This design comes from an exercise in tuning for a short achievable clock period and few clock cycles on the open sky130 flow, not from production work.
The RTL was checked by simulation tests, not by an equivalence proof against the original design.
Power is estimated from default activity; no workload was simulated.

==> flow/design.v (excerpt) <==
module ARM
	(
		CLK,
		RST,
		INST_ADDR,
		INST_DATA,
		SRAM_ADDR,
		SRAM_WE_N,
		SRAM_DQ_OUT,
		SRAM_DQ_IN
	);
Size in the first run: about 8300 cells after synthesis, ~120 I/O pins.
==> flow/config.mk <==
export PLATFORM = sky130hd
export DESIGN_NAME = ARM
export DESIGN_NICKNAME = ARM
export VERILOG_FILES = /design/flow/design.v
export SDC_FILE = /design/flow/constraint.sdc
export NUM_CORES = 4
export LEC_CHECK = 0
export ABC_CLOCK_PERIOD_IN_PS = 10000
export CAP_MARGIN = 20
export CORE_MARGIN = 2
export CORE_UTILIZATION = 40
export SETUP_SLACK_MARGIN = 3
export SLEW_MARGIN = 20
export SYNTH_HIERARCHICAL = 1
==> flow/constraint.sdc <==
create_clock -name core_clock -period 20.0 [get_ports {CLK}]
set_input_delay 4.0000 -clock core_clock [delete_from_list [all_inputs] [get_ports {CLK}]]
set_output_delay 4.0000 -clock core_clock [all_outputs]
set_load 0.01 [all_outputs]
standard.sh (not shown) runs the stock make flow with config.mk's settings and CLKGATE_MAP_FILE= SYNTH_SCRIPT=/design/flow/synth_recipe.tcl, a recipe that flattens the netlist after the stock synthesis.
==> flow/flow/run.sh <==
#!/bin/bash
# Layout flow: the standard synthesis unchanged, then the standard ORFS
# layout steps with timing repair aimed well below the clock constraint
# (a larger setup margin and full TNS repair), sizing not held to the cell
# footprint, and port buffers of a stronger cell, so the achieved period is
# pushed down. Each step's full output goes to a log file here; ORFS also
# keeps its per-stage logs under orfs/logs.
set -euo pipefail
MARGIN=${FLOW_SETUP_MARGIN:-15.0}
bash standard.sh synth > flow_synth.log 2>&1
bash standard.sh SETUP_SLACK_MARGIN=$MARGIN TNS_END_PERCENT=100 MATCH_CELL_FOOTPRINT=0 \
  "BUFFER_PORTS_ARGS=-buffer_cell sky130_fd_sc_hd__buf_4" finish > flow_layout.log 2>&1
The baseline finished clean.
Testbench counts at the start, summed over its fixed seeds: cycles 42,135.
Edit:
--- a/flow/flow/run.sh
+++ b/flow/flow/run.sh
@@ -8,3 +8,3 @@
 set -euo pipefail
-MARGIN=${FLOW_SETUP_MARGIN:-15.0}
+MARGIN=${FLOW_SETUP_MARGIN:-14.8}
 bash standard.sh synth > flow_synth.log 2>&1
The changed run completed without violations.
Maximum frequency went down by 1.1%.
Utilization shrinks by 0.20 points.
Critical path depth went up by 23.
Wire length increases by 1.3%.
Combinational power falls by about 1%.
Sequential power barely changes.
Synthesized area is unchanged.
Total power barely changes.
Clock-buffer cell count is higher by 12.
Setup slack loses 57 ps.
Sequential share of layout area goes up by 0.16 points.

========
## old
ARM again, from the RTL that the note above started with.
Settings: LEC_CHECK=0, ABC_CLOCK_PERIOD_IN_PS=10000, CAP_MARGIN=20, CORE_MARGIN=2, CORE_UTILIZATION=40, SETUP_SLACK_MARGIN=3, SLEW_MARGIN=20, SYNTH_HIERARCHICAL=1; clock period 20.0 ns.
==> flow/flow/run.sh <==
#!/bin/bash
# Layout flow: the standard synthesis unchanged, then the standard ORFS
# layout steps with timing repair aimed well below the clock constraint
# (a larger setup margin and full TNS repair), sizing not held to the cell
# footprint, and port buffers of a stronger cell, so the achieved period is
# pushed down. Each step's full output goes to a log file here; ORFS also
# keeps its per-stage logs under orfs/logs.
set -euo pipefail
MARGIN=${FLOW_SETUP_MARGIN:-15.4}
bash standard.sh synth > flow_synth.log 2>&1
bash standard.sh SETUP_SLACK_MARGIN=$MARGIN TNS_END_PERCENT=100 MATCH_CELL_FOOTPRINT=0 \
  "BUFFER_PORTS_ARGS=-buffer_cell sky130_fd_sc_hd__buf_4" finish > flow_layout.log 2>&1
old reached the end of the flow, and the finished layout is clean on the timing, design-rule and antenna checks.
Testbench counts of old, summed over its fixed seeds: cycles 42,135.
What new does differently from old at the input level:
--- a/flow/flow/run.sh
+++ b/flow/flow/run.sh
@@ -9 +9 @@
-MARGIN=${FLOW_SETUP_MARGIN:-15.4}
+MARGIN=${FLOW_SETUP_MARGIN:-15.2}
--- outcome ---
- Re total DRC errors in the routed layout: no difference whatsoever between new and old.
- From old to new the numbers moved as follows: wire length after detailed routing went up by 0.31%; layout multi-input combinational cell count now sits at about the same level.

[what the ideal ports hide]
No port has a modelled driver above. Below, the same layouts with a new extraction and two added sets of constraints. Step 1 assumes that a clkbuf_16 drives the clock port and a buf_2 every other input. Step 2 moves the port delays by t, midway between the first and last clock arrival at a register: inputs arrive t later, outputs are due t later. That takes back most of the time a late clock gives input paths. Slacks: no drivers / after step 1 / after step 2; pairs: no drivers / after step 1.
run	shift t [ns]	slack for setup (ns)	worst setup path at the end
the first run of note 1	0.909	14.677 / 14.584 / 13.908	input to register
the second run of note 1	0.905	14.620 / 14.579 / 13.853	input to register
old	0.928	14.682 / 14.583 / 13.844	input to register
new	0.927	14.668 / 14.572 / 13.899	input to register
After both steps every run listed still meets setup and hold. The setup slack of old, which loses most, moves by -0.099 ns with the drivers and by -0.838 ns with both steps.
